Source: an optimization exercise on an open RTL-to-GDS flow (aim: small area). Production flows keep margins and buffers that such runs may drop.
At most, simulation tests tie the RTL to the original design; equivalence was not proved.
Only the layout flow was run in run 3; the RTL was not checked for function there.
Power figures rest on the tool's default switching activity, not on a simulated workload.

<file path="flow/config.mk">
export PLATFORM = sky130hd
export DESIGN_NAME = cfs_aligner
export DESIGN_NICKNAME = cfs_aligner
export VERILOG_FILES = /design/flow/design.v
export SDC_FILE = /design/flow/constraint.sdc
export NUM_CORES = 4
export LEC_CHECK = 0
export CAP_MARGIN = 0
export CORE_MARGIN = 2
export CORE_UTILIZATION = 75
export SLEW_MARGIN = 0
</file>
<file path="flow/constraint.sdc">
create_clock -name core_clock -period 10.0 [get_ports {clk}]
set_input_delay 2.0000 -clock core_clock [delete_from_list [all_inputs] [get_ports {clk}]]
set_output_delay 2.0000 -clock core_clock [all_outputs]
set_load 0.01 [all_outputs]
</file>
<file path="flow/design.v">
  module cfs_rx_fifo (
    input             clk,
    input             reset_n,
    input             push,
    input      [33:0] push_data,
    input             pop,
    input      [31:0] buf_data,
    output reg [33:0] rd_data,
    output reg [3:0]  lvl
  );
    reg [33:0] mem [0:7];
    reg [2:0]  wr, rd;
    integer i;
    always @(posedge clk) begin
      if (push) mem[wr] <= push_data;
    end
    always_comb begin
      rd_data = {2'b0, buf_data & {32{~pop}}};
      for (i = 0; i < 8; i = i + 1)
        rd_data = rd_data | (mem[i] & {34{pop & (rd == i)}});
    end
    always @(posedge clk or negedge reset_n) begin
      if (!reset_n) begin
        wr  <= 0;
        rd  <= 0;
        lvl <= 0;
      end
      else begin
        if (push) wr <= wr + 1;
        if (pop)  rd <= rd + 1;
        lvl <= lvl + {3'b0, push} - {3'b0, pop};
      end
    end
  endmodule
  module cfs_rx_ctrl (
    input             clk,
    input             reset_n,
    input             clr_cnt_drop,
    output reg [7:0]  cnt_drop,
    input             md_rx_valid,
    input      [31:0] md_rx_data,
    input      [1:0]  md_rx_offset,
    input      [2:0]  md_rx_size,
    output reg        md_rx_ready,
    output reg        md_rx_err,
    output            push,
    output     [33:0] push_data,
    input             fifo_full
  );
    wire [2:0] s_in = md_rx_size;
    wire [1:0] o_in = md_rx_offset;
    wire ok = (s_in == 3'd1) |
              ((s_in == 3'd2) & ~o_in[0]) |
              ((s_in == 3'd3) & (o_in == 2'd2)) |
              ((s_in == 3'd4) & (o_in == 2'd0)) |
              ((s_in == 3'd5) & (o_in == 2'd1)) |
              ((s_in == 3'd6) & (o_in == 2'd2)) |
              ((s_in == 3'd7) & (o_in == 2'd3));
    wire [1:0] z_in = {(s_in == 3'd3) | (s_in == 3'd4) | (s_in == 3'd6),
                       (s_in == 3'd2) | (s_in == 3'd5) | (s_in == 3'd6) | (s_in == 3'd7)};
    wire       o_nz = (o_in != 2'd0);
    wire [1:0] c_in = o_nz ? 2'd3 : {s_in[2], s_in[1]};
    always_comb begin
      md_rx_err   = md_rx_valid & ~ok;
      md_rx_ready = md_rx_valid & (~ok | ~fifo_full);
    end
    assign push      = md_rx_valid & ok & ~fifo_full;
    assign push_data = {c_in, md_rx_data[31:4], o_nz ? {o_in, z_in} : md_rx_data[3:0]};
    reg        drop_pend;
    wire [7:0] cnt_live = cnt_drop + {7'b0, drop_pend};
    always @(posedge clk or negedge reset_n) begin
      if (!reset_n) begin
        cnt_drop  <= 0;
        drop_pend <= 0;
      end
      else begin
        cnt_drop  <= clr_cnt_drop ? 8'd0 : cnt_live;
        drop_pend <= md_rx_err & ~clr_cnt_drop & (cnt_live != 8'hff);
      end
    end
  endmodule
  module cfs_tx_fifo (
    input             clk,
    input             reset_n,
    input             push,
    input      [34:0] push_data,
    output reg [3:0]  lvl,
    output reg        md_tx_valid,
    output reg [31:0] md_tx_data,
    output reg [1:0]  md_tx_offset,
    output reg [2:0]  md_tx_size,
    input             md_tx_ready
  );
    reg [34:0] mem [0:7];
    reg [2:0]  wr, rd;
    reg [34:0] head;
    integer i;
    wire empty = (lvl == 0);
    wire pop   = ~empty & md_tx_ready;
    always @(posedge clk) begin
      if (push) mem[wr] <= push_data;
    end
    always_comb begin
      head = 0;
      for (i = 0; i < 8; i = i + 1)
        head = head | (mem[i] & {35{rd == i}});
      md_tx_valid  = ~empty;
      md_tx_data   = head[31:0];
      md_tx_size   = {head[34] & head[32], head[34] & ~head[32], ~head[34]};
      md_tx_offset = {head[33], head[32] & ~head[34]};
    end
    always @(posedge clk or negedge reset_n) begin
      if (!reset_n) begin
        wr  <= 0;
        rd  <= 0;
        lvl <= 0;
      end
      else begin
        if (push) wr <= wr + 1;
        if (pop)  rd <= rd + 1;
        lvl <= lvl + {3'b0, push} - {3'b0, pop};
      end
    end
  endmodule
  module cfs_ctrl (
    input             clk,
    input             reset_n,
    input             rx_empty,
    output            pop,
    input      [33:0] src,         
    output reg [31:0] buf_data,
    output reg        push_valid,
    output     [34:0] push_item,
    input             tx_full,
    input      [2:0]  ctrl_code
  );
    integer j, k, t;
    function automatic [2:0] f_sub3(input [2:0] a, input [2:0] b);
      integer x, y;
      f_sub3 = 0;
      for (x = 0; x < 8; x = x + 1)
        for (y = 0; y < 8; y = y + 1)
          if (a == x && b == y) f_sub3 = x - y;
    endfunction
    function automatic [2:0] f_add3(input [2:0] a, input [2:0] b);
      integer x, y;
      f_add3 = 0;
      for (x = 0; x < 8; x = x + 1)
        for (y = 0; y < 8; y = y + 1)
          if (a == x && b == y) f_add3 = x + y;
    endfunction
    function automatic f_ge3(input [2:0] a, input [2:0] b);
      integer x, y;
      f_ge3 = 0;
      for (x = 0; x < 8; x = x + 1)
        for (y = 0; y <= x; y = y + 1)
          if (a == x && b == y) f_ge3 = 1'b1;
    endfunction
    function automatic f_gt3(input [2:0] a, input [2:0] b);
      integer x, y;
      f_gt3 = 0;
      for (x = 0; x < 8; x = x + 1)
        for (y = 0; y < x; y = y + 1)
          if (a == x && b == y) f_gt3 = 1'b1;
    endfunction
    function automatic [3:0] f_add43(input [2:0] a, input [2:0] b);
      integer x, y;
      f_add43 = 0;
      for (x = 0; x < 8; x = x + 1)
        for (y = 0; y < 8; y = y + 1)
          if (a == x && b == y) f_add43 = x + y;
    endfunction
    function automatic f_sum_is(input [1:0] a, input [2:0] b, input integer c);
      integer x;
      f_sum_is = 0;
      for (x = 0; x < 4; x = x + 1)
        if (c - x >= 0 && c - x < 8)
          if (a == x && b == c - x) f_sum_is = 1'b1;
    endfunction
    function automatic f_win(input [2:0] code, input integer p);
      f_win = (code[2] ? (code[0] ? 4 : 2 + 2 * code[1]) : ({code[1], code[0]} + 1)) > p;
    endfunction
    wire [2:0] ctrl_size   = {ctrl_code[2] & ctrl_code[0], ctrl_code[2] & ~ctrl_code[0], ~ctrl_code[2]};
    wire [1:0] ctrl_offset = {ctrl_code[1], ctrl_code[0] & ~ctrl_code[2]};
    reg [2:0]  rem;
    reg [2:0]  ptr;
    reg [2:0]  aligned;
    reg [31:0] push_data;
    reg        pd_used;      
    reg [2:0]  push_code;
    assign pop       = ~rx_empty & (rem == 3'd0);
    assign push_item = {push_code, push_data};
    wire [31:0] sdata = src[31:0];
    wire        p_c3  = src[33] & src[32];
    wire [1:0]  p_off = p_c3 ? src[3:2] : 2'b00;
    reg  [2:0]  p_size;
    always_comb begin
      casez ({src[33:32], src[3:0]})
        6'b00_????: p_size = 3'd1;
        6'b01_????: p_size = 3'd2;
        6'b10_????: p_size = 3'd4;
        6'b11_01_01: p_size = 3'd5;
        6'b11_10_01: p_size = 3'd2;
        6'b11_10_10: p_size = 3'd3;
        6'b11_10_11: p_size = 3'd6;
        6'b11_11_01: p_size = 3'd7;
        default:  p_size = 3'd1;
      endcase
    end
    wire [2:0] src_off = pop ? {1'b0, p_off} : ptr;
    wire [2:0] avail   = pop ? p_size : rem;
    wire       has_src = pop | (rem != 3'd0);
    wire hold   = push_valid & tx_full;
    wire [2:0] a_eff  = push_valid ? 3'd0 : aligned;
    wire [2:0] need   = ctrl_size - a_eff;
    wire       enough = has_src & (avail >= need);
    wire big = a_eff > ctrl_size;
    wire [3:0] pos = {2'b00, ctrl_offset} + {1'b0, a_eff};
    wire [3:0] pos_eq, soff_eq, av_gt, wm;
    for (genvar p = 0; p < 4; p = p + 1) begin : g_eq
      assign pos_eq[p]  = (pos == p);
      assign soff_eq[p] = (src_off == p);
      assign av_gt[p]   = (avail > p);
      assign wm[p]      = f_win(ctrl_code, p) | big;
    end
    reg [15:0] bsel;
    always_comb begin
      for (j = 0; j < 4; j = j + 1)
        for (k = 0; k < 4; k = k + 1) begin
          bsel[4*j+k] = 1'b0;
          for (t = 0; t <= j && t <= k; t = t + 1)
            bsel[4*j+k] = bsel[4*j+k] | (pos_eq[j-t] & soff_eq[k-t] & av_gt[t]);
          bsel[4*j+k] = bsel[4*j+k] & wm[j];
        end
    end
    reg [31:0] outb;
    always_comb begin
      outb = 0;
      for (j = 0; j < 4; j = j + 1)
        for (k = 0; k < 4; k = k + 1)
          outb[8*j +: 8] = outb[8*j +: 8] | (sdata[8*k +: 8] & {8{bsel[4*j+k]}});
    end
    wire [3:0] ptr_sum = {1'b0, src_off} + {1'b0, hold ? 3'd0 : need};
    always @(posedge clk) begin
      buf_data <= sdata;
      ptr      <= ptr_sum[3:2] != 2'b00 ? 3'd4 : {1'b0, ptr_sum[1:0]};
      if (~hold) push_code <= ctrl_code;
      if (~hold) push_data <= (push_data & {32{~push_valid & pd_used}}) | outb;
    end
    always @(posedge clk or negedge reset_n) begin
      if (!reset_n) begin
        rem        <= 0;
        aligned    <= 0;
        push_valid <= 0;
        pd_used    <= 0;
      end
      else begin
        rem        <= hold ? avail : enough ? avail - need : 3'd0;
        aligned    <= a_eff + avail;    
        push_valid <= hold | enough;
        pd_used    <= 1'b1;
      end
    end
  endmodule
  module cfs_regs (
    input             clk,
    input             reset_n,
    input      [15:0] paddr,
    input             pwrite,
    input             psel,
    input             penable,
    input      [31:0] pwdata,
    output reg        pready,
    output reg [31:0] prdata,
    output reg        pslverr,
    output reg [2:0]  ctrl_code,
    output reg        ctrl_clr,
    input      [7:0]  cnt_drop,
    input      [3:0]  rx_lvl,
    input      [3:0]  tx_lvl,
    output            irq
  );
    wire [2:0] ctrl_size   = {ctrl_code[2] & ctrl_code[0], ctrl_code[2] & ~ctrl_code[0], ~ctrl_code[2]};
    wire [1:0] ctrl_offset = {ctrl_code[1], ctrl_code[0] & ~ctrl_code[2]};
    wire access    = psel & penable & ~pready;
    wire is_ctrl   = (paddr[15:2] == 14'h0000);
    wire is_status = (paddr[15:2] == 14'h0003);
    wire is_irqen  = (paddr[15:2] == 14'h003c);
    wire is_irq    = (paddr[15:2] == 14'h003d);
    wire unmapped  = ~(is_ctrl | is_status | is_irqen | is_irq);
    wire [2:0] w_size = pwdata[2:0];
    wire [1:0] w_off  = pwdata[9:8];
    wire ctrl_ok = (w_size == 3'd1) |
                   ((w_size == 3'd2) & ~w_off[0]) |
                   ((w_size == 3'd4) & (w_off == 2'd0));
    wire [2:0] w_code = {~w_size[0], w_off[1], w_size[0] ? w_off[0] : w_size[2]};
    reg       wr_ctrl_illegal;
    reg [4:0] irqen;
    reg [4:0] irq_flags;
    reg  [4:0] ev_dly;
    wire [4:0] ev_now  = {cnt_drop == 8'hff, tx_lvl[3], tx_lvl == 4'd0, rx_lvl[3], rx_lvl == 4'd0};
    wire [4:0] ev_edge = ev_now & ~ev_dly;
    assign irq = |(ev_edge & irqen);
    wire ctrl_wr = access & is_ctrl & pwrite;
    always @(posedge clk or negedge reset_n) begin
      if (!reset_n) begin
        pready          <= 0;
        wr_ctrl_illegal <= 0;
        ctrl_code       <= 0;
        ctrl_clr        <= 0;
        irqen           <= 0;
        irq_flags       <= 0;
        ev_dly          <= 5'b00101;
      end
      else begin
        pready   <= access & ~(ctrl_wr & ~wr_ctrl_illegal & ~ctrl_ok);
        ctrl_clr <= ctrl_wr & ~wr_ctrl_illegal & ctrl_ok & pwdata[16];
        if (ctrl_wr) begin
          wr_ctrl_illegal <= ~wr_ctrl_illegal & ~ctrl_ok;
          if (~wr_ctrl_illegal & ctrl_ok) ctrl_code <= w_code;
        end
        if (access & is_irqen & pwrite) irqen <= pwdata[4:0];
        irq_flags <= ev_edge | (irq_flags & ~(pwdata[4:0] & {5{access & is_irq & pwrite}}));
        ev_dly    <= ev_now;
      end
    end
    reg [31:0] rd_val;
    always_comb begin
      rd_val = 0;
      if (is_ctrl) begin
        rd_val[2:0] = ctrl_size;
        rd_val[9:8] = ctrl_offset;
      end
      if (is_status) begin
        rd_val[7:0]   = cnt_drop;
        rd_val[11:8]  = rx_lvl;
        rd_val[19:16] = tx_lvl;
      end
      if (is_irqen) rd_val[4:0] = irqen;
      if (is_irq)   rd_val[4:0] = irq_flags;
    end
    always @(posedge clk) begin
      prdata  <= pwrite ? 32'd0 : rd_val;
      pslverr <= unmapped | (pwrite & (is_status | (is_ctrl & wr_ctrl_illegal)));
    end
  endmodule
  module cfs_aligner#(
    parameter ALGN_DATA_WIDTH = 32,
    parameter FIFO_DEPTH      = 8,
    localparam int unsigned APB_ADDR_WIDTH    = 16,
    localparam int unsigned APB_DATA_WIDTH    = 32,
    localparam int unsigned ALGN_OFFSET_WIDTH = ALGN_DATA_WIDTH <= 8 ? 1 : $clog2(ALGN_DATA_WIDTH/8),
    localparam int unsigned ALGN_SIZE_WIDTH   = $clog2(ALGN_DATA_WIDTH/8)+1
  ) (
    input wire clk,
    input wire reset_n,
    input wire[APB_ADDR_WIDTH-1:0]    paddr,
    input wire                        pwrite,
    input wire                        psel,
    input wire                        penable,
    input wire[APB_DATA_WIDTH-1:0]    pwdata,
    output wire                        pready,
    output wire[APB_DATA_WIDTH-1:0]    prdata,
    output wire                        pslverr,
    input                             md_rx_valid,
    input[ALGN_DATA_WIDTH-1:0]        md_rx_data,
    input[ALGN_OFFSET_WIDTH-1:0]      md_rx_offset,
    input[ALGN_SIZE_WIDTH-1:0]        md_rx_size,
    output wire                        md_rx_ready,
    output wire                        md_rx_err,
    output wire                        md_tx_valid,
    output wire[ALGN_DATA_WIDTH-1:0]   md_tx_data,
    output wire[ALGN_OFFSET_WIDTH-1:0] md_tx_offset,
    output wire[ALGN_SIZE_WIDTH-1:0]   md_tx_size,
    input                             md_tx_ready,
    input                             md_tx_err,
    output wire                        irq
  );
    wire [2:0]  ctrl_code;
    wire        ctrl_clr;
    wire [7:0]  cnt_drop;
    wire [3:0]  rx_lvl, tx_lvl;
    wire        rx_push, rx_pop, push_valid;
    wire [33:0] rx_item, src;
    wire [31:0] buf_data;
    wire [34:0] push_item;
    cfs_rx_ctrl rx_ctrl (
      .clk         (clk),
      .reset_n     (reset_n),
      .clr_cnt_drop(ctrl_clr),
      .cnt_drop    (cnt_drop),
      .md_rx_valid (md_rx_valid),
      .md_rx_data  (md_rx_data),
      .md_rx_offset(md_rx_offset),
      .md_rx_size  (md_rx_size),
      .md_rx_ready (md_rx_ready),
      .md_rx_err   (md_rx_err),
      .push        (rx_push),
      .push_data   (rx_item),
      .fifo_full   (rx_lvl[3])
    );
    cfs_rx_fifo rx_fifo (
      .clk      (clk),
      .reset_n  (reset_n),
      .push     (rx_push),
      .push_data(rx_item),
      .pop      (rx_pop),
      .buf_data (buf_data),
      .rd_data  (src),
      .lvl      (rx_lvl)
    );
    cfs_ctrl ctrl (
      .clk       (clk),
      .reset_n   (reset_n),
      .rx_empty  (rx_lvl == 4'd0),
      .pop       (rx_pop),
      .src       (src),
      .buf_data  (buf_data),
      .push_valid(push_valid),
      .push_item (push_item),
      .tx_full   (tx_lvl[3]),
      .ctrl_code (ctrl_code)
    );
    cfs_tx_fifo tx_fifo (
      .clk         (clk),
      .reset_n     (reset_n),
      .push        (push_valid & ~tx_lvl[3]),
      .push_data   (push_item),
      .lvl         (tx_lvl),
      .md_tx_valid (md_tx_valid),
      .md_tx_data  (md_tx_data),
      .md_tx_offset(md_tx_offset),
      .md_tx_size  (md_tx_size),
      .md_tx_ready (md_tx_ready)
    );
    cfs_regs regs (
      .clk      (clk),
      .reset_n  (reset_n),
      .paddr    (paddr),
      .pwrite   (pwrite),
      .psel     (psel),
      .penable  (penable),
      .pwdata   (pwdata),
      .pready   (pready),
      .prdata   (prdata),
      .pslverr  (pslverr),
      .ctrl_code(ctrl_code),
      .ctrl_clr (ctrl_clr),
      .cnt_drop (cnt_drop),
      .rx_lvl   (rx_lvl),
      .tx_lvl   (tx_lvl),
      .irq      (irq)
    );
  endmodule
</file>
<file path="flow/flow/run.sh">
#!/bin/bash
set -euo pipefail
bash standard.sh \
  "BUFFER_PORTS_ARGS=-buffer_cell sky130_fd_sc_hd__buf_1" \
  "CTS_ARGS=-sink_clustering_enable -repair_clock_nets -buf_list sky130_fd_sc_hd__clkbuf_8 -sink_clustering_size 16 -sink_clustering_max_diameter 70 -dont_use_dummy_load" \
  finish > standard.log 2>&1
</file>
<file path="flow/standard.sh">
#!/bin/bash
# synth_recipe.tcl (not shown) runs the flow's synth.tcl, then flattens the netlist and writes it again
# the make line also repeats each setting of config.mk as NAME=value (left out here)
make -C /OpenROAD-flow-scripts/flow DESIGN_CONFIG=/design/flow/config.mk WORK_HOME=/design/flow/orfs CLKGATE_MAP_FILE= SYNTH_SCRIPT=/design/flow/synth_recipe.tcl "${@:-finish}"
</file>
==> summary.md, run 1 <==
| Metric | Value |
|---|---|
| DR vias/cell | `7.16` |
| Root Driver | `clkbuf_8` |
| Final hold vios | `0` |
| Die area | `38100 µm²` |
| FF-to-FF Start | `rx_fifo.rd[2]` |
| Adder-Cell Fraction of Synth Area | `0.0234` |
| Mux cell area share after synthesis | `0.0195` |
| Ant. Diodes | `0` |
| Placement Rows | `70` |
| Avg Inst Size Synth | `15.5 µm²` |
| Complex-gate fraction of the synthesized area | `0.123` |
| PD cells | `301 nW/µm²` |
| Setup tns final | `0 ps` |
| Tmin final | `5360 ps` |
| Crit path required time | `8000 ps` |
| CTS-repair resized insts | `0` |
| Top Ports | `168` |
| Clk latency of the worst-skew pair | `660 ps` |
| Core area | `36300 µm²` |
| Nets | `2024` |
| Post-Synth Simple-Gate Area | `0.0647` |
| Initial antenna violation count | `0` |
| Critical Path Sink Type | `primary output` |
| Placed cell area | `28400 µm²` |
| First-pass GRT wire length | `96100 µm` |
| GP Congestion | `0.967` |
| Total Wirelength | `63100 µm` |
| Worst reg2reg endpoint | `ctrl.push_data[17]` |
| Total number of vias | `16.8k` |
| Num CTS Buffers | `50` |
| Clk sink count | `697` |
| Final WS setup | `4640 ps` |
| Peak Freq | `187 MHz` |
| Worst IR drop on VDD | `0.222 mV` |
| Clock skew | `55.4 ps` |
| Initial Util | `0.754` |
| CP max FO | `70` |
| PortBufs | `124` |
| Critical Path Source Type | `flop` |
| Combinational family with the most area after synthesis | `compound AO/OA/AOI/OAI gates` |
| Number of max-cap violations | `0` |
| Synthesized flop and latch total | `697` |
| Synth cell types | `67` |
| CTS tree | `built` |
| RSZ-0062 raised after global routing | `false` |
| Post-CTS setup buffers | `0` |
| Placed cells | `2300` |
| Seq/Total Area, Yosys | `0.734` |
| Worst Hold Class | `reg2reg` |
| Slew headroom | `0.0987` |
| Ys flop type | `edfxtp_1` |
| HPWL Detailed | `38400 µm` |
| Detailed Route Iter0 Violations | `2319` |
| Critical path data arrival time | `3360 ps` |
| Slew Limit Fails | `0` |
| Setup violations, final | `0` |
| Die H | `195 µm` |
| Post-synth EDFFs | `587` |
| DR WL/cell | `26.8 µm` |
| Gate Count Post-Synth | `1771` |
| Die width | `195 µm` |
| Setup Crit Path Kind | `reg2out` |
| Vias in the first global route | `16.6k` |
| Layout area overhead | `6.17%` |
| Synth async-reset ratio | `0.0832` |
| Netlist Area Pre-Place | `27400 µm²` |
| Cell with the most instances after synthesis | `edfxtp_1` |
| Top cells by area, synth | `edfxtp_1, dfrtp_1, dfxtp_1, a222oi_1, a22oi_1` |
| Cell Count, Final, Fillers Out | `2350` |
| Gr ovfl total | `0` |
| # fillers | `1982` |
| Top cell type by total area after synthesis | `edfxtp_1` |
| CTS hold repair buffers | `0` |
| Worst Tran Pin Value | `1350 ps` |
| Cell leakage power | `9.84 nW` |
| Post-route core utilization | `0.801` |
| Final period utilization | `0.536` |
| Dpl ws | `4750 ps` |
| H-tree depth | `2` |
| Largest net degree at the start of global routing | `71` |
| Synth top cells by count | `edfxtp_1, nor2_1, a222oi_1` |
| Crit path from | `tx_fifo.rd[0]` |
| Synth warn | `5` |
| Setup crit end | `md_tx_size[1]` |
| Post-Synth XOR/XNOR Area | `0.00639` |
| GRT Overall Usage | `0.336` |
| Clock transition at path regs | `100 ps` |
| CTS Buffer Depth | `3` |
| DRT Pass-1 Iters | `11` |
| Final Instance Area | `29100 µm²` |
| Worst r2r path cells | `11` |
| Routed Antenna Nets | `0` |
| Drt drc | `0` |
| Status | `no timing/DRC/antenna violations` |
| Share of layout cells above drive strength 1 | `0.0723` |
| Area share of the largest cell type after synthesis | `0.643` |
| R2R setup slack | `4980 ps` |
per-layer routing:
metal,global-route usage,wire length [µm]
met1,0.467,23700
met4,0.114,1520
met3,0.0516,6330
met2,0.555,31500
met5,0,0
registers in the layout, summed over array words and instances (netlist names), 5 cells and up:
name,flops
ctrl.buf_data,32
ctrl.push_data,32
regs.ev_dly,5
regs.irq_flags,5
regs.irqen,5
regs.prdata,16
rx_ctrl.cnt_drop,8
rx_fifo.mem,272
tx_fifo.mem,280
worst min path at each step:
stage                               from  slack [ps]  depth (start not counted)              to
final                     rx_fifo.lvl[3]         420                          0  regs.ev_dly[1]
after global routing      rx_fifo.lvl[3]         450                          0  regs.ev_dly[1]
after CTS                 rx_fifo.lvl[3]         420                          0  regs.ev_dly[1]
after detailed placement  rx_fifo.lvl[3]         400                          0  regs.ev_dly[1]
after global placement    rx_fifo.lvl[3]         400                          0  regs.ev_dly[1]
after floorplan           rx_fifo.lvl[3]         370                          0  regs.ev_dly[1]
critical path, cell delays in order (launching register included):
cell and delay (ps):
dfrtp_1 470, inv_1 130, ha_2 200, buf_4 340, a222oi_1 370, nand2_1 120, a222oi_1 680, nor2b_1 210
buf_1 160
power by group:
group	switching (W)	internal, W
registers	0.000332	0.00375
logic	0.00229	0.00114
clock network	0.000807	0.000448
total	0.00343	0.00534
cells in the final DEF, fill, tap and decap left out, types with 35 or more instances in the layout:
cell type / count
dfxtp_1: 52
a221oi_1: 58
ha_1: 35
a222oi_1: 98
nand2_1: 82
dfrtp_1: 56
clkbuf_8: 50
buf_1: 123
mux2i_1: 41
edfxtp_1: 587
nor2_1: 111
inv_1: 74
a22oi_1: 71
through the flow:
step | hold WS, ps | power, W
after global placement | 395 | 0.00737
after floorplan | 369 | 0.00627
after global routing | 449 | 0.00916
after detailed placement | 400 | 0.00749
after CTS | 423 | 0.00872
final | 418 | 0.00877
layout make-up:
class	count	area, µm²	share of cell area
clock buffers	50	688	0.0236
multi-input cells	903	6730	0.231
flip-flops and latches	697	20100	0.691
repair buffers	156	707	0.0243
well taps	468	586	0.0201
inverters	76	285	0.00980
logic make-up after synthesis:
logic type                 count (synthesis)
and+or+nand+nor                          368
xor gates and xnor gates                  20
other                                      2
AOI/OAI and AO/OA                        399
buffers and inverters                    186
muxes                                     52
DFF                                      697
adders and majority gates                 47
==> run 2: changes to the inputs <==
--- a/flow/config.mk
+++ b/flow/config.mk
@@ -7,5 +7,5 @@
 export LEC_CHECK = 0
 export CAP_MARGIN = 0
 export CORE_MARGIN = 2
-export CORE_UTILIZATION = 75
+export CORE_UTILIZATION = 60
 export SLEW_MARGIN = 0
==> summary.md, run 2 <==
| Metric | Value |
|---|---|
| Status | `no timing/DRC/antenna violations` |
| Setup violations, final | `0 (unchanged)` |
| PD cells | `300 nW/µm² (-0.36%)` |
| Nets | `2022 (-0.099%)` |
| Synthesized flop and latch total | `697 (unchanged)` |
| Slowest stage delay, CP | `210 ps (-470 ps)` |
| Net switching power | `0.00345 W (+0.51%)` |
| Commonest non-fill, non-tap cell in the layout | `edfxtp_1` |
| Detailed Route Iter0 Violations | `1962 (-15%)` |
| DR vias/cell | `6.54 (-8.6%)` |
| Crit path required time | `8000 ps (about the same)` |
| Clock power frac | `0.143 (about the same)` |
| Clock skew | `30.5 ps (-24.9 ps)` |
| PortBufs | `124 (unchanged)` |
| Ys flop type | `edfxtp_1` |
| Largest register FFs | `280 (unchanged)` |
| Largest net degree at the start of global routing | `71 (unchanged)` |
| GRT Overall Usage | `0.272 (-0.0637)` |
| Cell leakage power | `9.83 nW (-0.14%)` |
| Worst Hold Class | `reg2reg` |
| Share of layout cells above drive strength 1 | `0.0729 (+0.000609)` |
| Tmin final | `5130 ps (-225 ps)` |
| First-pass GRT wire length | `96000 µm (-0.12%)` |
| Initial antenna violation count | `1 (+1)` |
| Avg Inst Size Synth | `15.5 µm² (unchanged)` |
| Final period utilization | `0.513 (-0.0225)` |
| CP max FO | `7 (-90%)` |
| Post-CTS setup buffers | `0 (unchanged)` |
| Critical path data arrival time | `3130 ps (-230 ps)` |
| CP cell instances | `buf_1 -> nor2_1 -> a21oi_1 -> nor2_1 -> a211oi_1 -> buf_4 -> a21boi_0 -> buf_1` |
| FF/Latch Area | `20100 µm² (unchanged)` |
| Post-synth EDFFs | `587 (unchanged)` |
| Post-route core utilization | `0.646 (-0.155)` |
| Num CTS Buffers | `49 (-2.0%)` |
| Worst IR drop on VDD | `0.260 mV (+17%)` |
| Slew Limit Fails | `0 (unchanged)` |
| Final hold vios | `0 (unchanged)` |
| RSZ-0062 raised after global routing | `false` |
| Area of the multi-input gates | `6730 µm² (about the same)` |
| CTS-repair resized insts | `0 (unchanged)` |
| Total number of vias | `16.2k (-3.5%)` |
| Total Wirelength | `64000 µm (+1.5%)` |
| DR WL/cell | `25.8 µm (-3.9%)` |
| Sequential share of power | `0.464 (-0.002)` |
| Largest reg by FF count | `tx_fifo.mem` |
| Netlist Area Pre-Place | `27400 µm² (unchanged)` |
| Switching portion of total power | `0.392 (+0.00137)` |
| Hold Slack | `474 ps (+56.2 ps)` |
| Clk sink count | `697 (unchanged)` |
| CTS hold repair buffers | `0 (unchanged)` |
| Slew headroom | `0.157 (+0.0582)` |
| CTS Buffer Depth | `3 (unchanged)` |
| Critical Path Sink Type | `primary output` |
| Worst Tran Pin Value | `1260 ps (-86.9 ps)` |
| Clock transition at path regs | `90 ps (about the same)` |
| Seq/Total Area, Yosys | `0.734 (unchanged)` |
| Routed Antenna Nets | `0 (unchanged)` |
| # fillers | `3320 (+68%)` |
| Layout area overhead | `6.72%` |
| Top cell type by total area after synthesis | `edfxtp_1` |
| Top cells by area, synth | `edfxtp_1, dfrtp_1, dfxtp_1, a222oi_1, a22oi_1` |
| Die area | `47400 µm² (+24%)` |
| Synth async-reset ratio | `0.0832 (unchanged)` |
| Gr ovfl total | `0 (unchanged)` |
| Combinational share of power | `0.393 (+0.002)` |
| Number of max-cap violations | `0 (unchanged)` |
| H-tree depth | `2 (unchanged)` |
| Top Ports | `168 (unchanged)` |
| Root Driver | `clkbuf_8` |
| Core area | `45300 µm² (+25%)` |
| Crit path buffers/inverters | `3 (unchanged)` |
| Die width | `218 µm (+12%)` |
| Clk latency of the worst-skew pair | `670 ps (about the same)` |
| Synth cell types | `67 (unchanged)` |
| Critical Path Source Type | `input port` |
| Peak Freq | `195 MHz (+4.4%)` |
| CTS tree | `built` |
| DRT Pass-1 Iters | `9 (-2)` |
| Crit path max-delay cell type | `a211oi_1` |
| Area share of the largest cell type after synthesis | `0.643 (unchanged)` |
| Setup Crit Path Kind | `in2out` |
| Initial Util | `0.606 (-0.149)` |
| CP delay by family, top | `buffers and inverters` |
| Cell with the most instances after synthesis | `edfxtp_1` |
| Die H | `218 µm (+12%)` |
| GP Congestion | `0.929 (-3.9%)` |
| Total power | `0.00878 W (+0.15%)` |
| HPWL Detailed | `38300 µm (-0.30%)` |
| Drt drc | `0 (unchanged)` |
| Commonest non-fill, non-tap cells in the layout | `edfxtp_1, buf_1, nor2_1` |
| Setup tns final | `0 ps (unchanged)` |
| Synth top cells by count | `edfxtp_1, nor2_1, a222oi_1` |
| Vias in the first global route | `15.7k (-5.1%)` |
| Gate Count Post-Synth | `1771 (unchanged)` |
| Largest regs | `tx_fifo.mem: 280 flops, rx_fifo.mem: 272 flops` |
| Synth warn | `5 (unchanged)` |
| Internal Dissipation | `0.00533 W (about the same)` |
| Placement Rows | `78 (+11%)` |
[run 2: changes by cell type in the layout (fill, tap and decap cells not counted)]
cell,before,now
diode_2,0,1
buf_2,0,1
and3_1,16,12
clkbuf_2,1,0
and3_2,0,4
ha_1,35,36
clkbuf_8,50,49
buf_4,32,31
ha_2,3,2
[run 2: layout make-up]
cell class                      count  area share
Clock buffer                       49      0.0230
Inverter                           76     0.00975
Antenna cell                        1   0.0000855
Multi-Input combinational cell    903       0.230
Tap cell                          600      0.0257
Sequential cell                   697       0.688
Timing Repair Buffer              155      0.0239
[run 2: worst paths after layout]
kind	start	endpoint	slack, ps	depth (start not counted)
max	md_rx_size[1]	md_rx_ready	4870	8
min	rx_fifo.lvl[3]	regs.ev_dly[1]	470	0
max reg2reg	rx_fifo.rd[2]	ctrl.push_data[29]	5020	11
min reg2reg	rx_fifo.lvl[3]	regs.ev_dly[1]	470	0
max in group asynchronous	reset_n	rx_fifo.rd[0]	7950	2
min in group asynchronous	reset_n	tx_fifo.lvl[2]	1500	2
[run 2: cell families after synthesis]
group | share of synthesized area
other | 0.000274
buffers and inverters | 0.0286
flip-flops | 0.734
adder cells (fa/ha/maj) | 0.0234
XOR/XNOR | 0.00639
AO/OA/AOI/OAI | 0.123
AND/OR/NAND/NOR | 0.0647
multiplexers | 0.0195
[run 2: metrics by stage]
| step | area, µm² | setup slack, ps | cells |
|---|---|---|---|
| after floorplan | 27500 | 3960 | 1786 |
| after global placement | 28600 | 4880 | 2431 |
| after detailed placement | 28600 | 4870 | 2431 |
| after CTS | 29300 | 4770 | 2480 |
| after global routing | 29300 | 4590 | 2480 |
| final | 29300 | 4870 | 2481 |
[run 2: routing by layer]
metal	global-route usage	up-vias	part of all wire
met2	0.454	658	0.50
met1	0.378	8229	0.41
met3	0.0350	96	0.069
met4	0.0844	0	0.025
li1	-	7252	-
met5	0	-	0
[run 2: power groups by stage]
stage          registers, W  logic, W  clock network, W
3_5_place_dp        0.00414   0.00341                 0
3_3_place_gp        0.00412   0.00337                 0
2_1_floorplan       0.00399   0.00228                 0
6_report            0.00407   0.00345           0.00125
4_1_cts             0.00407   0.00343           0.00129
5_1_grt             0.00412   0.00374           0.00139
==> run 3: changes to the inputs <==
--- a/flow/design.v
+++ b/flow/design.v
@@ -230,7 +230,7 @@
           bsel[4*j+k] = 1'b0;
           for (t = 0; t <= j && t <= k; t = t + 1)
             bsel[4*j+k] = bsel[4*j+k] | (pos_eq[j-t] & soff_eq[k-t] & av_gt[t]);
-          bsel[4*j+k] = bsel[4*j+k] & wm[j];
+          bsel[4*j+k] = bsel[4*j+k] & wm[j] & ~hold;
         end
     end
     reg [31:0] outb;
@@ -245,7 +245,7 @@
       buf_data <= sdata;
       ptr      <= ptr_sum[3:2] != 2'b00 ? 3'd4 : {1'b0, ptr_sum[1:0]};
       if (~hold) push_code <= ctrl_code;
-      if (~hold) push_data <= (push_data & {32{~push_valid & pd_used}}) | outb;
+      push_data <= (push_data & {32{hold | (~push_valid & pd_used)}}) | outb;
     end
     always @(posedge clk or negedge reset_n) begin
       if (!reset_n) begin
==> summary.md, run 3 <==
| Metric | Value |
|---|---|
| Status | `no timing/DRC/antenna violations` |
| FF-to-FF Start | `rx_fifo.lvl[3]` |
| Area share of the largest cell type after synthesis | `0.614 (-0.0290)` |
| Share of layout cells above drive strength 1 | `0.0740 (+0.00114)` |
| Setup Crit Path Kind | `in2out` |
| First-pass GRT wire length | `96600 µm (+0.60%)` |
| Die area | `47000 µm² (-0.96%)` |
| Total Wirelength | `63700 µm (-0.39%)` |
| Cell Count, Final, Fillers Out | `2470 (-0.44%)` |
| Worst r2r path cells | `13 (+2)` |
| Placed cell area | `28300 µm² (-1.1%)` |
| GRT Overall Usage | `0.273 (+0.000713)` |
| Setup violations, final | `0 (unchanged)` |
| Synth cell types | `78 (+16%)` |
| # fillers | `3224 (-2.9%)` |
| CTS-repair resized insts | `0 (unchanged)` |
| Ant. Diodes | `0 (-1)` |
| Critical Path Source Type | `input port` |
| Top Ports | `168 (unchanged)` |
| HPWL Detailed | `37500 µm (-2.0%)` |
| Number of max-cap violations | `0 (unchanged)` |
| Worst Tran Pin Value | `1100 ps (-162 ps)` |
| Slew Limit Fails | `0 (unchanged)` |
| Die width | `217 µm (-0.48%)` |
| Total power | `0.00844 W (-3.9%)` |
| Clk sink count | `697 (unchanged)` |
| Root Driver | `clkbuf_8` |
| Post-CTS setup buffers | `0 (unchanged)` |
| Ys flop type | `edfxtp_1` |
| DR vias/cell | `6.60 (+0.90%)` |
| R2R setup slack | `4800 ps (-220 ps)` |
| Final hold vios | `0 (unchanged)` |
| Detailed Route Iter0 Violations | `2278 (+16%)` |
| CTS Buffer Depth | `3 (unchanged)` |
| RSZ-0062 raised after global routing | `false` |
| Initial antenna violation count | `1 (unchanged)` |
| Complex-gate fraction of the synthesized area | `0.132 (+0.00827)` |
| CP max FO | `7 (unchanged)` |
| Slew headroom | `0.265 (+0.108)` |
| Worst IR drop on VDD | `0.353 mV (+36%)` |
| DRT Pass-1 Iters | `10 (+1)` |
| CTS hold repair buffers | `0 (unchanged)` |
| Final period utilization | `0.533 (+0.0196)` |
| Post-synth EDFFs | `555 (-5.5%)` |
| Top cells by area, synth | `edfxtp_1, dfxtp_1, dfrtp_1, a222oi_1, a22oi_1` |
| GP Congestion | `0.905 (-2.6%)` |
| Nets | `2020 (-0.099%)` |
| Largest net degree at the start of global routing | `71 (unchanged)` |
| Num CTS Buffers | `50 (+2.0%)` |
| Commonest non-fill, non-tap cells in the layout | `edfxtp_1, buf_1, a222oi_1` |
| Post-Synth XOR/XNOR Area | `0.00548 (-0.000905)` |
| Worst reg2reg endpoint | `ctrl.push_data[31]` |
| Cell leakage power | `9.76 nW (-0.69%)` |
| Largest register FFs | `280 (unchanged)` |
| H-tree depth | `2 (unchanged)` |
| Critical path data arrival time | `3330 ps (+200 ps)` |
| Netlist Area Pre-Place | `27200 µm² (-0.98%)` |
| DR WL/cell | `25.8 µm (about the same)` |
| Post-Synth Simple-Gate Area | `0.0641 (-0.000560)` |
| Worst Hold Class | `reg2reg` |
| Synth warn | `5 (unchanged)` |
| Adder-Cell Fraction of Synth Area | `0.0236 (+0.000230)` |
| Cell with the most instances after synthesis | `edfxtp_1` |
| Combinational family with the most area after synthesis | `compound AO/OA/AOI/OAI gates` |
| Total number of vias | `16.3k (+0.46%)` |
| Placement Rows | `77 (-1.3%)` |
| Drt drc | `0 (unchanged)` |
| Layout area overhead | `6.70% (about the same)` |
| Clock transition at path regs | `90 ps (about the same)` |
| Gr ovfl total | `0 (unchanged)` |
| Routed Antenna Nets | `0 (unchanged)` |
| Avg Inst Size Synth | `15.3 µm² (-0.86%)` |
| Critical Path Sink Type | `primary output` |
| Hold worst-path end | `regs.ev_dly[1]` |
| Die H | `217 µm (-0.48%)` |
| Setup tns final | `0 ps (unchanged)` |
| Hold Path Stages | `0 (unchanged)` |
| Crit path from | `md_rx_size[1]` |
| Top cell type by total area after synthesis | `edfxtp_1` |
| Gate Count Post-Synth | `1769 (-0.11%)` |
| Clk latency of the worst-skew pair | `690 ps (+20 ps)` |
| Initial Util | `0.611 (+0.00583)` |
| Commonest non-fill, non-tap cell in the layout | `edfxtp_1` |
| Largest regs | `tx_fifo.mem: 280 flops, rx_fifo.mem: 272 flops` |
| Tmin final | `5330 ps (+196 ps)` |
| Synthesized flop and latch total | `697 (unchanged)` |
| Seq/Total Area, Yosys | `0.729 (-0.00456)` |
| Peak Freq | `188 MHz (-3.7%)` |
| Core area | `44400 µm² (-1.9%)` |
| Final Instance Area | `29000 µm² (-0.99%)` |
| Crit path required time | `8000 ps (about the same)` |
| Clock skew | `68.6 ps (+38.0 ps)` |
| Placed cells | `2420 (-0.45%)` |
| Synth top cells by count | `edfxtp_1, a222oi_1, nand2_1` |
| Vias in the first global route | `16.0k (+1.4%)` |
| PortBufs | `124 (unchanged)` |
| Synth async-reset ratio | `0.0832 (unchanged)` |
| Mux cell area share after synthesis | `0.0186 (-0.000914)` |
| Hold path startpoint | `rx_fifo.lvl[3]` |
| Largest reg by FF count | `tx_fifo.mem` |
| PD cells | `291 nW/µm² (-2.9%)` |
| CTS tree | `built` |
==> run 3: critical path, cell delays in order <==
cell      delay, ps
buf_1           210
nor2_1           90
a21oi_1         130
nor2_1           60
a211oi_1        510
a21boi_0        170
buf_1           150
==> run 3: through the flow <==
stage               utilization  setup WS (ps)  hold slack [ps]
CTS                       0.652           4640              407
global route              0.652           4420              429
detailed placement        0.637           4640              387
finish                    0.652           4670              405
global placement          0.637           4690              379
floorplan                     -           3960              369
==> run 3: worst max path at each step <==
stage	to	slack (ps)
2_1_floorplan	rx_fifo.mem[2][0]	3960
3_3_place_gp	md_rx_ready	4690
3_5_place_dp	md_rx_ready	4640
4_1_cts	md_rx_ready	4640
5_1_grt	ctrl.push_data[31]	4420
6_report	md_rx_ready	4670
==> run 3: logic make-up (layout without fill, tap and decap cells) <==
family / count (synthesis) / after routing
xor+xnor: 17 / 17
fa+ha+maj: 47 / 47
compound gates: 428 / 428
other cells: 2 / 17
mux: 49 / 49
buf+inv: 173 / 267
simple gates: 356 / 356
flops: 697 / 697
==> run 3: final cells by class <==
type / instances / area [µm²] / area share
clock buffer: 50 / 688 / 0.0238
inverter: 65 / 244 / 0.00842
multi-input combinational: 914 / 6820 / 0.235
sequential: 697 / 19800 / 0.683
tap: 592 / 741 / 0.0256
timing repair buffer: 152 / 677 / 0.0234
==> run 3: power breakdown <==
part	switching (W)	total (W)	internal [W]
combinational	0.00217	0.00324	0.00106
sequential	0.000294	0.00393	0.00364
clock	0.000824	0.00127	0.000448
==> run 3: layer usage <==
layer | share of wire | track usage
met1 | 0.43 | 0.380
met5 | 0.00020 | 0
met2 | 0.49 | 0.459
met4 | 0.018 | 0.0662
met3 | 0.065 | 0.0397
==> run 4: changes to the inputs <==
--- a/flow/design.v
+++ b/flow/design.v
@@ -56,8 +56,6 @@
               ((s_in == 3'd5) & (o_in == 2'd1)) |
               ((s_in == 3'd6) & (o_in == 2'd2)) |
               ((s_in == 3'd7) & (o_in == 2'd3));
-    wire [1:0] z_in = {(s_in == 3'd3) | (s_in == 3'd4) | (s_in == 3'd6),
-                       (s_in == 3'd2) | (s_in == 3'd5) | (s_in == 3'd6) | (s_in == 3'd7)};
     wire       o_nz = (o_in != 2'd0);
     wire [1:0] c_in = o_nz ? 2'd3 : {s_in[2], s_in[1]};
     always_comb begin
@@ -65,7 +63,7 @@
       md_rx_ready = md_rx_valid & (~ok | ~fifo_full);
     end
     assign push      = md_rx_valid & ok & ~fifo_full;
-    assign push_data = {c_in, md_rx_data[31:4], o_nz ? {o_in, z_in} : md_rx_data[3:0]};
+    assign push_data = {c_in, md_rx_data[31:5], o_nz ? {o_in, s_in} : md_rx_data[4:0]};
     reg        drop_pend;
     wire [7:0] cnt_live = cnt_drop + {7'b0, drop_pend};
     always @(posedge clk or negedge reset_n) begin
@@ -192,21 +190,8 @@
     assign push_item = {push_code, push_data};
     wire [31:0] sdata = src[31:0];
     wire        p_c3  = src[33] & src[32];
-    wire [1:0]  p_off = p_c3 ? src[3:2] : 2'b00;
-    reg  [2:0]  p_size;
-    always_comb begin
-      casez ({src[33:32], src[3:0]})
-        6'b00_????: p_size = 3'd1;
-        6'b01_????: p_size = 3'd2;
-        6'b10_????: p_size = 3'd4;
-        6'b11_01_01: p_size = 3'd5;
-        6'b11_10_01: p_size = 3'd2;
-        6'b11_10_10: p_size = 3'd3;
-        6'b11_10_11: p_size = 3'd6;
-        6'b11_11_01: p_size = 3'd7;
-        default:  p_size = 3'd1;
-      endcase
-    end
+    wire [1:0]  p_off  = p_c3 ? src[4:3] : 2'b00;
+    wire [2:0]  p_size = p_c3 ? src[2:0] : {src[33], src[32], ~src[33] & ~src[32]};
     wire [2:0] src_off = pop ? {1'b0, p_off} : ptr;
     wire [2:0] avail   = pop ? p_size : rem;
     wire       has_src = pop | (rem != 3'd0);
==> summary.md, run 4 <==
| Metric | Value |
|---|---|
| Crit path from | `md_rx_size[2]` |
| Share of layout cells above drive strength 1 | `0.0826 (+0.00855)` |
| Slew Limit Fails | `0 (unchanged)` |
| Initial Util | `0.611 (about the same)` |
| Cell with the most instances after synthesis | `edfxtp_1` |
| Largest reg by FF count | `tx_fifo.mem` |
| FF-to-FF Start | `rx_fifo.rd[2]` |
| Area share of the largest cell type after synthesis | `0.614 (about the same)` |
| Clock transition at path regs | `60 ps (-30 ps)` |
| Largest register FFs | `280 (unchanged)` |
| H-tree depth | `2 (unchanged)` |
| Final period utilization | `0.532 (-0.000809)` |
| Netlist Area Pre-Place | `27200 µm² (about the same)` |
| Commonest non-fill, non-tap cells in the layout | `edfxtp_1, a222oi_1, buf_1` |
| Cell leakage power | `9.81 nW (+0.45%)` |
| Crit path max-delay cell type | `a21oi_1` |
| Critical Path Source Type | `input port` |
| Clk latency of the worst-skew pair | `690 ps (about the same)` |
| CTS tree | `built` |
| Detailed Route Iter0 Violations | `1994 (-12%)` |
| Gr ovfl total | `0 (unchanged)` |
| First-pass GRT wire length | `96000 µm (-0.59%)` |
| Critical Path Sink Type | `primary output` |
| Gate Count Post-Synth | `1745 (-1.4%)` |
| CTS Buffer Depth | `3 (unchanged)` |
| Post-CTS setup buffers | `0 (unchanged)` |
| Die area | `47000 µm² (about the same)` |
| Setup Crit Path Kind | `in2out` |
| Worst Hold Class | `reg2reg` |
| Largest net degree at the start of global routing | `71 (unchanged)` |
| Crit path required time | `8000 ps (about the same)` |
| Core area | `44400 µm² (unchanged)` |
| RSZ-0062 raised after global routing | `false` |
| Ys flop type | `edfxtp_1` |
| GP Congestion | `0.855 (-5.5%)` |
| Metal3 WL | `3740 µm (-9.9%)` |
| DRT Pass-1 Iters | `7 (-3)` |
| Layout area overhead | `6.64% (about the same)` |
| Die width | `217 µm (about the same)` |
| Initial antenna violation count | `1 (unchanged)` |
| HPWL Detailed | `36000 µm (-3.9%)` |
| PD cells | `291 nW/µm² (-0.13%)` |
| Routed wl met2 | `30400 µm (-2.3%)` |
| Routed Antenna Nets | `0 (unchanged)` |
| CP cell instances | `buf_1 -> nor2_1 -> a21oi_1 -> o221ai_1 -> a21oi_1 -> nor2b_1 -> buf_1` |
| Top sig layer | `met5` |
| Ant. Diodes | `0 (unchanged)` |
| Status | `no timing/DRC/antenna violations` |
| Commonest non-fill, non-tap cell in the layout | `edfxtp_1` |
| DR vias/cell | `6.53 (-1.1%)` |
| Seq/Total Area, Yosys | `0.729 (about the same)` |
| Synth warn | `5 (unchanged)` |
| DR WL/cell | `25.5 µm (-1.1%)` |
| Slew headroom | `0.325 (+0.0605)` |
| Clk sink count | `697 (unchanged)` |
| Drt drc | `0 (unchanged)` |
| Clock skew | `84.1 ps (+15.6 ps)` |
| Largest regs | `tx_fifo.mem: 280 flops, rx_fifo.mem: 272 flops` |
| Synth top cells by count | `edfxtp_1, a222oi_1, nor2_1` |
| Vias in the first global route | `16.0k (+0.16%)` |
| Setup tns final | `0 ps (unchanged)` |
| Worst IR drop on VDD | `0.318 mV (-9.9%)` |
| Avg Inst Size Synth | `15.6 µm² (+1.4%)` |
| Slowest stage delay, CP | `390 ps (-120 ps)` |
| Peak Freq | `188 MHz (+0.15%)` |
| Top cell type by total area after synthesis | `edfxtp_1` |
| Num CTS Buffers | `50 (unchanged)` |
| Total Wirelength | `62400 µm (-2.1%)` |
| CTS-repair resized insts | `0 (unchanged)` |
| Placement Rows | `77 (unchanged)` |
| Total number of vias | `16.0k (-2.1%)` |
| Die H | `217 µm (about the same)` |
| Worst Tran Pin Value | `1010 ps (-84.8 ps)` |
| Critical path data arrival time | `3320 ps (about the same)` |
| CTS hold repair buffers | `0 (unchanged)` |
| Hold path startpoint | `rx_fifo.lvl[3]` |
| Root Driver | `clkbuf_8` |
| Synthesized flop and latch total | `697 (unchanged)` |
| Post-synth EDFFs | `555 (unchanged)` |
| Synth async-reset ratio | `0.0832 (unchanged)` |
| Setup violations, final | `0 (unchanged)` |
| Top Ports | `168 (unchanged)` |
| GRT Overall Usage | `0.270 (-0.00271)` |
| Number of max-cap violations | `0 (unchanged)` |
| Synth cell types | `75 (-3.8%)` |
| CP max FO | `6 (-1)` |
| Nets | `1995 (-1.2%)` |
| Final hold vios | `0 (unchanged)` |
| Met1 Wirelength | `26700 µm (-2.2%)` |
| Tmin final | `5320 ps (-8.09 ps)` |
| PortBufs | `124 (unchanged)` |
| Post-route core utilization | `0.652 (about the same)` |
| Top cells by area, synth | `edfxtp_1, dfxtp_1, dfrtp_1, a222oi_1, ha_1` |
run 4: per-stage QoR:
step	total power [W]	instances	hold WS (ps)	setup slack, ps	cell area, µm²
after floorplan	0.00611	1760	369	4030	27200
after global routing	0.00889	2445	424	4530	29000
after detailed placement	0.00719	2395	383	4710	28300
final	0.00842	2445	395	4680	29000
after global placement	0.00714	2395	375	4780	28300
after CTS	0.00846	2445	398	4670	29000
run 4: cells by family (layout without fill, tap and decap cells):
group	Yosys count	in the layout	synth area share
flops	697	697	0.729
compound gates	416	416	0.132
simple gates	326	326	0.0576
buf+inv	182	275	0.0297
mux	54	54	0.0207
fa+ha+maj	47	47	0.0236
xor+xnor	21	21	0.00677
other cells	2	17	0.000277
run 4: area by class of cell:
type                       count  area (µm²)
fill                        3230       15500
inverter                      69         259
sequential                   697       19800
tap                          592         741
multi-input combinational    881        6760
clock buffer                  50         688
timing repair buffer         156         707
run 4: power by group:
part           internal, W  switching, W
logic              0.00108       0.00211
clock network     0.000448      0.000828
registers          0.00367      0.000280
total              0.00520       0.00322
run 4: final timing paths:
kind	cells after the start	slack (ps)	to
worst max-delay path	7	4680	md_rx_err
worst min-delay path	0	390	regs.ev_dly[1]
worst max register to register	12	5150	ctrl.push_data[10]
worst min register to register	0	390	regs.ev_dly[1]
max in group asynchronous	2	7950	regs.ev_dly[1]
min in group asynchronous	2	1520	rx_fifo.wr[2]
run 4: worst max-delay path: cells and delay by family:
kind / cells / cell delay, ps
buffers and inverters: 2 / 360
and+or+nand+nor: 2 / 270
AOI/OAI and AO/OA: 3 / 690
run 4: routing by layer:
| metal | vias up | GRT usage |
|---|---|---|
| met5 | - | 0 |
| met4 | 2 | 0.0797 |
| met3 | 111 | 0.0326 |
| met2 | 563 | 0.452 |
| met1 | 8093 | 0.377 |
| li1 | 7200 | - |
==> run 5: changes to the inputs <==
--- a/flow/design.v
+++ b/flow/design.v
@@ -28,7 +28,7 @@
       else begin
         if (push) wr <= wr + 1;
         if (pop)  rd <= rd + 1;
-        lvl <= lvl + {3'b0, push} - {3'b0, pop};
+        lvl <= lvl + {{3{pop & ~push}}, push ^ pop};
       end
     end
   endmodule
@@ -116,7 +116,7 @@
       else begin
         if (push) wr <= wr + 1;
         if (pop)  rd <= rd + 1;
-        lvl <= lvl + {3'b0, push} - {3'b0, pop};
+        lvl <= lvl + {{3{pop & ~push}}, push ^ pop};
       end
     end
   endmodule
==> summary.md, run 5 <==
| Metric | Value |
|---|---|
| Critical Path Source Type | `input port` |
| Clk latency of the worst-skew pair | `690 ps (about the same)` |
| Synth cell types | `84 (+12%)` |
| CTS tree | `built` |
| GRT Overall Usage | `0.268 (-0.00183)` |
| Slew Limit Fails | `0 (unchanged)` |
| Peak Freq | `179 MHz (-4.6%)` |
| CP max FO | `6 (unchanged)` |
| RSZ-0062 raised after global routing | `false` |
| DR WL/cell | `25.7 µm (+0.67%)` |
| PD cells | `292 nW/µm² (+0.49%)` |
| Netlist Area Pre-Place | `26900 µm² (-0.84%)` |
| DRT Pass-1 Iters | `8 (+1)` |
| Crit path required time | `8000 ps (about the same)` |
| Status | `no timing/DRC/antenna violations` |
| Final period utilization | `0.557 (+0.0256)` |
| Num CTS Buffers | `49 (-2.0%)` |
| Commonest non-fill, non-tap cell in the layout | `edfxtp_1` |
| Avg Inst Size Synth | `15.8 µm² (+1.5%)` |
| Die area | `46600 µm² (-0.83%)` |
| Post-CTS setup buffers | `0 (unchanged)` |
| Combinational share of power | `0.379 (about the same)` |
| Routed Antenna Nets | `0 (unchanged)` |
| Slew headroom | `0.277 (-0.0489)` |
| Largest reg by FF count | `tx_fifo.mem` |
| Initial antenna violation count | `0 (-1)` |
| Core area | `44200 µm² (-0.43%)` |
| Area share of the largest cell type after synthesis | `0.619 (+0.00522)` |
| Top Ports | `168 (unchanged)` |
| DR vias/cell | `6.54 (+0.11%)` |
| Clock power frac | `0.149 (-0.002)` |
| FF/Latch Area | `19800 µm² (unchanged)` |
| Area of the multi-input gates | `6600 µm² (-2.3%)` |
| Synthesized flop and latch total | `697 (unchanged)` |
| H-tree depth | `2 (unchanged)` |
| Synth top cells by count | `edfxtp_1, a222oi_1, dfxtp_1` |
| Die width | `216 µm (-0.42%)` |
| Setup violations, final | `0 (unchanged)` |
| Setup tns final | `0 ps (unchanged)` |
| Largest net degree at the start of global routing | `71 (unchanged)` |
| CTS-repair resized insts | `0 (unchanged)` |
| Die H | `216 µm (-0.42%)` |
| Top cell type by total area after synthesis | `edfxtp_1` |
| Vias in the first global route | `15.7k (-1.5%)` |
| Total number of vias | `15.9k (-0.50%)` |
| CTS Buffer Depth | `3 (unchanged)` |
| Worst IR drop on VDD | `0.213 mV (-33%)` |
| Number of max-cap violations | `0 (unchanged)` |
| Post-synth EDFFs | `555 (unchanged)` |
| Critical Path Sink Type | `primary output` |
| Synth async-reset ratio | `0.0832 (unchanged)` |
| Critical path data arrival time | `3570 ps (+250 ps)` |
| CTS hold repair buffers | `0 (unchanged)` |
| Setup Crit Path Kind | `in2out` |
| Drt drc | `0 (unchanged)` |
| GP Congestion | `0.877 (+2.5%)` |
| Initial Util | `0.609 (-0.00251)` |
| Root Driver | `clkbuf_8` |
| Tmin final | `5570 ps (+256 ps)` |
| Ys flop type | `edfxtp_1` |
| Nets | `1976 (-0.95%)` |
| # fillers | `3218 (-0.37%)` |
| Gate Count Post-Synth | `1705 (-2.3%)` |
| Layout area overhead | `7.26%` |
| Net switching power | `0.00324 W (+0.51%)` |
| Final hold vios | `0 (unchanged)` |
| Clock transition at path regs | `100 ps (+40 ps)` |
| Gr ovfl total | `0 (unchanged)` |
| Clock skew | `80.9 ps (-3.27 ps)` |
| Top cells by area, synth | `edfxtp_1, dfxtp_1, dfrtp_1, a222oi_1, a221o_1` |
| HPWL Detailed | `37100 µm (+3.0%)` |
| Largest register FFs | `280 (unchanged)` |
| PortBufs | `124 (unchanged)` |
| Worst Tran Pin Value | `1070 ps (+62.0 ps)` |
| Largest regs | `tx_fifo.mem: 280 flops, rx_fifo.mem: 272 flops` |
| Clk sink count | `697 (unchanged)` |
| Worst Hold Class | `reg2reg` |
| First-pass GRT wire length | `94300 µm (-1.8%)` |
| Share of layout cells above drive strength 1 | `0.0925 (+0.00992)` |
| Switching portion of total power | `0.384 (+0.00111)` |
| Cell with the most instances after synthesis | `edfxtp_1` |
| Internal Dissipation | `0.00520 W (about the same)` |
| Total Wirelength | `62400 µm (about the same)` |
| Ant. Diodes | `0 (unchanged)` |
| Seq/Total Area, Yosys | `0.735 (+0.00620)` |
| Placement Rows | `77 (unchanged)` |
| Sequential share of power | `0.472 (+0.003)` |
| Cell leakage power | `9.81 nW (about the same)` |
| Detailed Route Iter0 Violations | `2018 (+1.2%)` |
| Commonest non-fill, non-tap cells in the layout | `edfxtp_1, buf_1, a222oi_1` |
| Total power | `0.00844 W (+0.22%)` |
| Synth warn | `5 (unchanged)` |
## run 5: changes by cell type after synthesis, sizes merged, moves of 8 or more
cell	change
a22o	-21
a22oi	+13
nor3	+8
a222oi	-17
nor4	-10
a221o	+12
nand3	+9
nand2	-10
nor2	-15
o221ai	+31
clkbuf	-13
a221oi	-10
o32ai	-10
## run 5: metal layers
metal | GRT usage | routed length [µm]
met1 | 0.368 | 25900
met3 | 0.0351 | 4020
met5 | 0 | 0
met4 | 0.0802 | 1520
met2 | 0.453 | 31000
## run 5: kinds of logic after synthesis
logic type               after synthesis  share of synthesized area
XOR/XNOR                              22                    0.00716
buffers and inverters                167                     0.0264
other                                  2                   0.000279
AO/OA/AOI/OAI                        406                      0.130
adder cells (fa/ha/maj)               43                     0.0217
multiplexers                          55                     0.0213
flip-flops                           697                      0.735
AND/OR/NAND/NOR                      313                     0.0574
## run 5: critical path, stage by stage
cell	delay, ps
buf_1	200
nor2_1	100
a21oi_1	120
o221ai_1	130
a21oi_1	640
a21boi_0	200
buf_1	170
## run 5: path summary, 6_finish.rpt
path / from / end / slack, ps / cells after the start
worst max-delay path: md_rx_size[2] / md_rx_ready / 4430 / 7
worst min-delay path: tx_fifo.lvl[0] / regs.prdata[16] / 460 / 1
worst max register to register: rx_fifo.rd[2] / ctrl.push_data[21] / 5370 / 12
worst min register to register: tx_fifo.lvl[0] / regs.prdata[16] / 460 / 1
max in group asynchronous: reset_n / rx_fifo.wr[2] / 7940 / 2
min in group asynchronous: reset_n / tx_fifo.rd[0] / 1500 / 2
## run 5: metrics by stage
step                      worst slack [ps]  cells  utilization  area (µm²)  hold slack [ps]
after floorplan                       4030   1720            -       27000              427
after global placement                4370   2381        0.638       28200              455
after detailed placement              4340   2381        0.638       28200              465
after CTS                             4340   2430        0.653       28900              464
after global routing                  4310   2430        0.653       28900              491
final                                 4430   2430        0.653       28900              462
## run 5: layout make-up
cell class                 instances  share of cell area
multi-input combinational        856               0.229
clock buffer                      49              0.0234
sequential                       697               0.686
inverter                          67             0.00884
tap                              592              0.0256
timing repair buffer             169              0.0279
## run 5: power by group through the flow
| stage | combinational, W | sequential [W] | clock [W] |
|---|---|---|---|
| after global routing | 0.00347 | 0.00404 | 0.00139 |
| after global placement | 0.00312 | 0.00403 | 0 |
| final | 0.00320 | 0.00399 | 0.00126 |
| after detailed placement | 0.00318 | 0.00405 | 0 |
| after floorplan | 0.00210 | 0.00394 | 0 |
| after CTS | 0.00318 | 0.00399 | 0.00129 |
==> run 6: changes to the inputs <==
==> flow/flow/run.sh (replaced) <==
#!/bin/bash
set -euo pipefail
bash standard.sh \
  "BUFFER_PORTS_ARGS=-buffer_cell sky130_fd_sc_hd__buf_1" \
  "CTS_ARGS=-sink_clustering_enable -repair_clock_nets -buf_list sky130_fd_sc_hd__clkbuf_4 -sink_clustering_size 10 -sink_clustering_max_diameter 50 -dont_use_dummy_load" \
  finish > standard.log 2>&1
==> summary.md, run 6 <==
| Metric | Value |
|---|---|
| Status | `no timing/DRC/antenna violations` |
| DR vias/cell | `6.51 (-0.42%)` |
| Synth async-reset ratio | `0.0832 (unchanged)` |
| Routed Antenna Nets | `0 (unchanged)` |
| Top cells by area, synth | `edfxtp_1, dfxtp_1, dfrtp_1, a222oi_1, a221o_1` |
| Cell with the most instances after synthesis | `edfxtp_1` |
| Drt drc | `0 (unchanged)` |
| Total power | `0.00838 W (-0.72%)` |
| Commonest non-fill, non-tap cell in the layout | `edfxtp_1` |
| PortBufs | `124 (unchanged)` |
| Synth cell types | `84 (unchanged)` |
| RSZ-0062 raised after global routing | `false` |
| Area share of the largest cell type after synthesis | `0.619 (unchanged)` |
| CTS Buffer Depth | `3 (unchanged)` |
| Clk latency of the worst-skew pair | `820 ps (+130 ps)` |
| CTS-repair resized insts | `0 (unchanged)` |
| Root Driver | `clkbuf_4` |
| Critical path data arrival time | `3590 ps (+20 ps)` |
| Post-CTS setup buffers | `0 (unchanged)` |
| Clk sink count | `697 (unchanged)` |
| Slew headroom | `0.240 (-0.0365)` |
| DRT Pass-1 Iters | `10 (+2)` |
| Total Wirelength | `62900 µm (+0.67%)` |
| Commonest non-fill, non-tap cells in the layout | `edfxtp_1, buf_1, a222oi_1` |
| Cell leakage power | `9.82 nW (+0.16%)` |
| HPWL Detailed | `37100 µm (unchanged)` |
| Ys flop type | `edfxtp_1` |
| Metal3 WL | `4490 µm (+12%)` |
| Share of layout cells above drive strength 1 | `0.108 (+0.0151)` |
| Gr ovfl total | `0 (unchanged)` |
| DR WL/cell | `25.5 µm (-0.63%)` |
| Largest net degree at the start of global routing | `71 (unchanged)` |
| Worst r2r path cells | `12 (unchanged)` |
| Tmin final | `5590 ps (+18.6 ps)` |
| Setup violations, final | `0 (unchanged)` |
| Critical Path Source Type | `input port` |
| Total number of vias | `16.0k (+0.89%)` |
| Top sig layer | `met4` |
| CTS hold repair buffers | `0 (unchanged)` |
| Die width | `216 µm (unchanged)` |
| Synth top cells by count | `edfxtp_1, a222oi_1, dfxtp_1` |
| Worst Tran Pin Value | `1130 ps (+54.1 ps)` |
| Initial antenna violation count | `1 (+1)` |
| Clock transition at path regs | `110 ps (about the same)` |
| Largest register FFs | `280 (unchanged)` |
| Detailed Route Iter0 Violations | `2017 (-0.050%)` |
| Die H | `216 µm (unchanged)` |
| Largest reg by FF count | `tx_fifo.mem` |
| Gate Count Post-Synth | `1705 (unchanged)` |
| Seq/Total Area, Yosys | `0.735 (unchanged)` |
| Final hold vios | `0 (unchanged)` |
| Worst Hold Class | `reg2reg` |
| First-pass GRT wire length | `95000 µm (+0.69%)` |
| Slew Limit Fails | `0 (unchanged)` |
| Top cell type by total area after synthesis | `edfxtp_1` |
| Top Ports | `168 (unchanged)` |
| Cell Count, Final, Fillers Out | `2462 (+1.3%)` |
| Critical Path Sink Type | `primary output` |
| Setup Crit Path Kind | `in2out` |
| Avg Inst Size Synth | `15.8 µm² (unchanged)` |
| PD cells | `291 nW/µm² (-0.47%)` |
| H-tree depth | `3 (+1)` |
| Setup tns final | `0 ps (unchanged)` |
| Hold Slack | `479 ps (+16.9 ps)` |
| CP max FO | `6 (unchanged)` |
| GRT Overall Usage | `0.271 (+0.00331)` |
| Number of max-cap violations | `0 (unchanged)` |
| Initial Util | `0.609 (unchanged)` |
| Final period utilization | `0.559 (+0.00186)` |
| Core area | `44200 µm² (unchanged)` |
| Largest regs | `tx_fifo.mem: 280 flops, rx_fifo.mem: 272 flops` |
| Met1 Wirelength | `25600 µm (-1.2%)` |
| Layout area overhead | `6.99%` |
| Placement Rows | `77 (unchanged)` |
| CTS tree | `built` |
| Netlist Area Pre-Place | `26900 µm² (unchanged)` |
| Num CTS Buffers | `80 (+63%)` |
| Hold Path Stages | `1 (unchanged)` |
| Placed cells | `2381 (unchanged)` |
| Worst IR drop on VDD | `0.210 mV (-1.4%)` |
| Nets | `2007 (+1.6%)` |
| Crit path required time | `8000 ps (about the same)` |
| Die area | `46600 µm² (unchanged)` |
| Vias in the first global route | `16.0k (+1.7%)` |
| GP Congestion | `0.877 (unchanged)` |
| Routed wl met2 | `31300 µm (+0.80%)` |
| Synth warn | `5 (unchanged)` |
| Synthesized flop and latch total | `697 (unchanged)` |
| Peak Freq | `179 MHz (-0.33%)` |
| Clock skew | `56.0 ps (-24.9 ps)` |
| Post-synth EDFFs | `555 (unchanged)` |
==> run 6: cell counts after synthesis <==
Identical to the previous run, type by type.
==> run 6: kinds of logic after synthesis <==
kind of cell | Yosys count | synth area share
flops | 697 | 0.735
other cells | 2 | 0.000279
simple gates | 313 | 0.0574
compound gates | 406 | 0.130
xor+xnor | 22 | 0.00716
fa+ha+maj | 43 | 0.0217
buf+inv | 167 | 0.0264
mux | 55 | 0.0213
==> run 6: path summary, 6_finish.rpt <==
| kind | startpoint | endpoint | slack (ps) |
|---|---|---|---|
| setup / recovery | md_rx_size[2] | md_rx_ready | 4410 |
| hold / removal | tx_fifo.lvl[0] | regs.prdata[16] | 480 |
| setup reg to reg | rx_fifo.rd[2] | ctrl.push_data[4] | 5340 |
| hold reg to reg | tx_fifo.lvl[0] | regs.prdata[16] | 480 |
| max in group asynchronous | reset_n | rx_ctrl.drop_pend | 8120 |
| min in group asynchronous | reset_n | tx_fifo.rd[0] | 1320 |
==> run 6: per-stage QoR <==
step	setup slack, ps	util	cell area (µm²)
after floorplan	4030	-	27000
after global placement	4370	0.638	28200
after detailed placement	4340	0.638	28200
after CTS	4340	0.651	28800
after global routing	4310	0.651	28800
final	4410	0.651	28800
==> run 6: report_power, final <==
part           internal [W]  switching (W)  total [W]  leakage [nW]
Clock              0.000369       0.000834    0.00120         0.368
Combinational       0.00106        0.00213    0.00319          2.96
Sequential          0.00370       0.000289    0.00399          6.50
==> run 6: final cells by class <==
type	instances	area, µm²
Sequential cell	697	19800
Fill cell	3254	15400
Multi-Input combinational cell	856	6600
Timing Repair Buffer	169	805
Tap cell	592	741
Clock buffer	80	601
Inverter	67	255
Antenna cell	1	2.50
==> run 6: per-layer routing <==
metal | up-vias | GRT usage
met3 | 108 | 0.0413
met1 | 8064 | 0.368
met4 | 0 | 0.0871
li1 | 7208 | -
met2 | 651 | 0.456
met5 | - | 0
==> run 6: critical path, cell delays in order <==
cell and delay (ps):
buf_1 190, nor2_1 100, a21oi_1 120, o221ai_1 130, a21oi_1 660, a21boi_0 210
buf_1 180

port drivers added, routing unchanged:
In the flow no input, the clock included, has a driving cell. The finished layouts below were timed again as built, in two steps. Step 1 assumes that a clkbuf_16 drives the clock port and a buf_2 every other input. Step 2 also shifts input and output timing later by t, the mid clock arrival at the registers, as if the neighbouring blocks saw the same clock. Three values: no drivers, after step 1, after step 2; two values: the first two.
run	t (ns)	setup slack, ns	worst hold slack (ns)	latest minus earliest clock arrival (ns)	worst slew at a driven data input, ns
run 1	0.688	4.644 / 4.592 / 4.735	0.418 / 0.418 / 0.418	0.064 / 0.063	0.06
run 2	0.703	4.870 / 4.840 / 4.848	0.474 / 0.474 / 0.474	0.036 / 0.036	0.07
run 3	0.707	4.673 / 4.652 / 4.652	0.405 / 0.405 / 0.405	0.068 / 0.069	0.07
run 4	0.700	4.681 / 4.659 / 4.659	0.395 / 0.395 / 0.395	0.085 / 0.084	0.08
run 5	0.704	4.426 / 4.404 / 4.404	0.462 / 0.462 / 0.462	0.081 / 0.081	0.09
run 6	0.859	4.407 / 4.385 / 4.385	0.479 / 0.479 / 0.479	0.075 / 0.075	0.09
After both steps setup and hold are still met in every run listed.
